This is an optimization exercise on Yosys and OpenROAD, whose aim is a short achievable clock period and few clock cycles, not a production implementation. Where RTL was checked, it was by simulation tests only, not by an equivalence proof against the original. Power figures rest on the tool's default switching activity, not on a simulated workload.

## delta
Design top, start of the top module:
module top(clk,reset,imem_addr,imem_rdata,dmem_addr,dmem_wdata,dmem_we,dmem_rdata);
Size in the first run: ~6500 cells after synthesis, roughly 1700 flip-flops, roughly 160 I/O pins, about 87000 sq um of cells after synthesis.
Settings: LEC_CHECK=0, ABC_CLOCK_PERIOD_IN_PS=3000, CAP_MARGIN=20, CORE_MARGIN=2, CORE_UTILIZATION=40, SLEW_MARGIN=20; clock period 12.0 ns.
standard.sh (not shown) runs the stock make flow with config.mk's settings and CLKGATE_MAP_FILE= SYNTH_SCRIPT=/design/flow/synth_recipe.tcl, a recipe that flattens the netlist after the stock synthesis.
==> flow/flow/run.sh <==
#!/bin/bash
set -uo pipefail
bash standard.sh SETUP_SLACK_MARGIN=8.6 finish > flow_standard.log 2>&1
The following lists how beta was set up differently from delta:
-- flow/design.v --
<<< delta, line 134
  input [31:0] dmem_rdata;
  localparam NBTB = 4;
  function [31:0] ks_add;
    input [31:0] x, y;
>>> beta, line 134
  input [31:0] dmem_rdata;
  localparam NBTB = 4;
  localparam BTBW = 2;                     
  function [31:0] ks_add;
    input [31:0] x, y;
<<< delta, line 178
  reg [31:0] btb_pc  [0:NBTB-1];
  reg [31:0] btb_tgt [0:NBTB-1];
  reg [$clog2(NBTB)-1:0] btb_ptr;
  assign imem_addr  = pc_f;
  assign dmem_addr  = m_res;
>>> beta, line 179
  reg [31:0] btb_pc  [0:NBTB-1];
  reg [31:0] btb_tgt [0:NBTB-1];
  reg [BTBW-1:0] btb_ptr;
  assign imem_addr  = pc_f;
  assign dmem_addr  = m_res;
<<< delta, line 264
  wire [31:0] f_next = hit ? hit_tgt : f_spred ? f_stgt : f_pc4;
  reg xhit;
  reg [$clog2(NBTB)-1:0] xidx;
  always @* begin
    xhit = 1'b0; xidx = 0;
>>> beta, line 265
  wire [31:0] f_next = hit ? hit_tgt : f_spred ? f_stgt : f_pc4;
  reg xhit;
  reg [BTBW-1:0] xidx;
  always @* begin
    xhit = 1'b0; xidx = 0;
## What came out
Comparing delta against beta, there is no change at all in number of antenna-violating nets in the routed design.
Re final critical path time including I/O delays and setup: no difference whatsoever between beta and delta.
| summed negative setup slack over all endpoints | delta vs beta | ≈ equal |
Changes observed in beta relative to delta: area growth from synthesis to final layout neither gained nor lost much, clock network fraction of total power essentially unchanged.
Summary of beta over delta: met3 track demand over resource in global routing flat; final area flat.
From delta to beta, global-route total usage across every layer did not move at all.
Sequential share of layout area: delta vs beta identical
delta → beta: post-synthesis compound-gate area fraction barely changed; highest ir drop seen on vdd barely changed; routed length on met1 barely changed.
Testbench counts of beta, summed over its fixed seeds: cycles 155,137.
Function not checked in delta: the RTL went through the layout flow alone.

Setup of sierra:
top, a different RTL version from the one above (not shown whole).
==> flow/design.v (excerpt) <==
module top(clk,reset,imem_addr,imem_rdata,dmem_addr,dmem_wdata,dmem_we,dmem_rdata);
==> flow/config.mk <==
export PLATFORM = sky130hd
export DESIGN_NAME = top
export DESIGN_NICKNAME = top
export VERILOG_FILES = /design/flow/design.v
export SDC_FILE = /design/flow/constraint.sdc
export NUM_CORES = 4
export LEC_CHECK = 0
export ABC_CLOCK_PERIOD_IN_PS = 3000
export CAP_MARGIN = 20
export CORE_MARGIN = 2
export CORE_UTILIZATION = 40
export SLEW_MARGIN = 20
export SYNTH_HIERARCHICAL = 1
==> flow/constraint.sdc <==
create_clock -name core_clock -period 12.0 [get_ports {clk}]
set_input_delay 2.4000 -clock core_clock [delete_from_list [all_inputs] [get_ports {clk}]]
set_output_delay 2.4000 -clock core_clock [all_outputs]
set_load 0.01 [all_outputs]
Scripts as last shown in full above: flow/flow/run.sh
Testbench counts of sierra, summed over its fixed seeds: cycles 159,399.
The following lists how pepper was set up differently from sierra:
--- a/flow/design.v
+++ b/flow/design.v
@@ -174,29 +174,25 @@
   wire [31:0] a   = ({32{x_am}} & m_res) | ({32{x_aw}} & w_val) | ({32{x_az}} & z_val) |
                     ({32{x_alo}} & x_ralo) | ({32{x_ahi}} & x_rahi) | ({32{x_as}} & x_sa);
   wire [31:0] b   = ({32{x_bm}} & m_res) | ({32{x_bw}} & w_val) | ({32{x_bz}} & z_val) |
                     ({32{x_blo}} & x_rblo) | ({32{x_bhi}} & x_rbhi) | ({32{x_bs}} & x_sb);
   wire [31:0] opb = ({32{x_om}} & m_res) | ({32{x_ow}} & w_val) | ({32{x_oz}} & z_val) |
                     ({32{x_olo}} & x_rblo) | ({32{x_ohi}} & x_rbhi) | ({32{x_os}} & x_sb) |
                     ({32{x_oi}} & x_imm);
   wire late  = x_valid & (x_isr | x_isi) & (pm1 | (x_isr & pm2));
   wire stall = x_valid & (((x_islw | x_issw) & pm1) | (x_issw & pm2 & m_late) |
                           (x_isbr & (pm1 | pm2) & ~x_rseq));
   wire go    = x_valid & ~stall;
   wire [31:0] res, sum;
-  rv_xalu alu_x (.as({x_am, x_aw, x_az, x_alo, x_ahi, x_as}),
-                 .os({x_om, x_ow, x_oz, x_olo, x_ohi, x_os, x_oi}),
-                 .m(m_res), .w(w_val), .z(z_val), .ralo(x_ralo), .rahi(x_rahi), .sa(x_sa),
-                 .rblo(x_rblo), .rbhi(x_rbhi), .sb(x_sb), .imm(x_imm),
-                 .sel(x_sel), .res(res), .sum(sum));
+  rv_alu alu_x (.a(a), .b(opb), .sel(x_sel), .res(res), .sum(sum));
   wire taken    = x_isbr & (a == b);
   wire redirect = go & (taken ^ x_pred);
   wire [31:0] x_btgt = x_pc + {{20{x_ir[31]}}, x_ir[7], x_ir[30:25], x_ir[11:8], 1'b0};
   wire [31:0] redir_pc = taken ? x_btgt : x_pc4;
   wire [31:0] la = m_pa ? w_val : m_a;
   wire [31:0] lb = m_pb ? w_val : m_b;
   wire [31:0] lres;
   rv_alu alu_m (.a(la), .b(lb), .sel(m_sel), .res(lres), .sum());
   wire [31:0] fi = imem_rdata;
   wire [6:0]  fop = fi[6:0];
   wire [2:0]  ff3 = fi[14:12];
   wire [4:0]  frs1 = fi[19:15];
@@ -350,25 +346,12 @@
         gg = ng; pp = np;
       end
       ks_add = p ^ {gg[30:0], cin};
     end
   endfunction
   wire [31:0] sum_add = ks_add(a, b, 1'b0);
   wire [31:0] sum_sub = ks_add(a, ~b, 1'b1);
   assign sum = sum_add;
   assign res = ({32{sel[0]}} & sum_add) | ({32{sel[1]}} & sum_sub) |
                {31'd0, sel[2] & sum_sub[31]} |
                ({32{sel[3]}} & (a | b)) | ({32{sel[4]}} & (a & b));
 endmodule
-module rv_xalu(as, os, m, w, z, ralo, rahi, sa, rblo, rbhi, sb, imm, sel, res, sum);
-  input  [5:0]  as;
-  input  [6:0]  os;
-  input  [31:0] m, w, z, ralo, rahi, sa, rblo, rbhi, sb, imm;
-  input  [4:0]  sel;
-  output [31:0] res, sum;
-  wire [31:0] a = ({32{as[5]}} & m) | ({32{as[4]}} & w) | ({32{as[3]}} & z) |
-                  ({32{as[2]}} & ralo) | ({32{as[1]}} & rahi) | ({32{as[0]}} & sa);
-  wire [31:0] b = ({32{os[6]}} & m) | ({32{os[5]}} & w) | ({32{os[4]}} & z) |
-                  ({32{os[3]}} & rblo) | ({32{os[2]}} & rbhi) | ({32{os[1]}} & sb) |
-                  ({32{os[0]}} & imm);
-  rv_alu alu (.a(a), .b(b), .sel(sel), .res(res), .sum(sum));
-endmodule
Results
Across sierra and pepper, the outcome is the same: a clean finish for every run. From sierra to pepper the numbers moved as follows: met3 global-route usage now sits lower; number of buffers outside the clock class in the layout now smaller. Between sierra and pepper, the flow reports post-route cell area decreasing by a few percent. Register clock-pin slew on the reported worst setup and hold paths across sierra and pepper: no real change. From sierra to pepper the numbers moved as follows: combinational power dropped 6.0%, final cell utilization of the core stayed essentially flat, total routing usage reported by global routing lower, setup slack has increased, global-route wire length before repair now smaller. Compared to sierra, pepper has sum of buffers and inverters on the critical path 7 lower. Taking sierra as the reference, in pepper final total power -1.8%, clock period minus worst slack fell by 0.039 ns. The run with more routed wire is sierra, not pepper. Die extent in y shrinks slightly when moving from sierra to pepper.
Testbench counts of pepper, summed over its fixed seeds: cycles 159,399.

[port drivers added, routing unchanged]
Ports are ideal in the flow. The routed layouts listed here were re-timed in OpenROAD. Step 1, drivers: a clkbuf_16 drives clk and a buf_2 each remaining input, both assumed. Step 2 also shifts input and output timing later by t, the mid clock arrival at the registers, as if the neighbouring blocks saw the same clock. a / b / c = ideal / step 1 / step 2; a / b = the first two.
run | shift t [ns] | slack for setup (ns) | worst setup path at the end
delta | 0.937 | 7.368 / 7.368 / 6.617 | input to register
beta | 0.937 | 7.368 / 7.368 / 6.617 | input to register
sierra | 0.931 | 8.169 / 8.105 / 7.447 | input to register
pepper | 0.946 | 8.208 / 8.102 / 7.381 | input to register
After both steps every run listed still meets setup and hold. The setup slack of pepper, which loses most, moves by -0.106 ns with the drivers and by -0.827 ns with both steps.
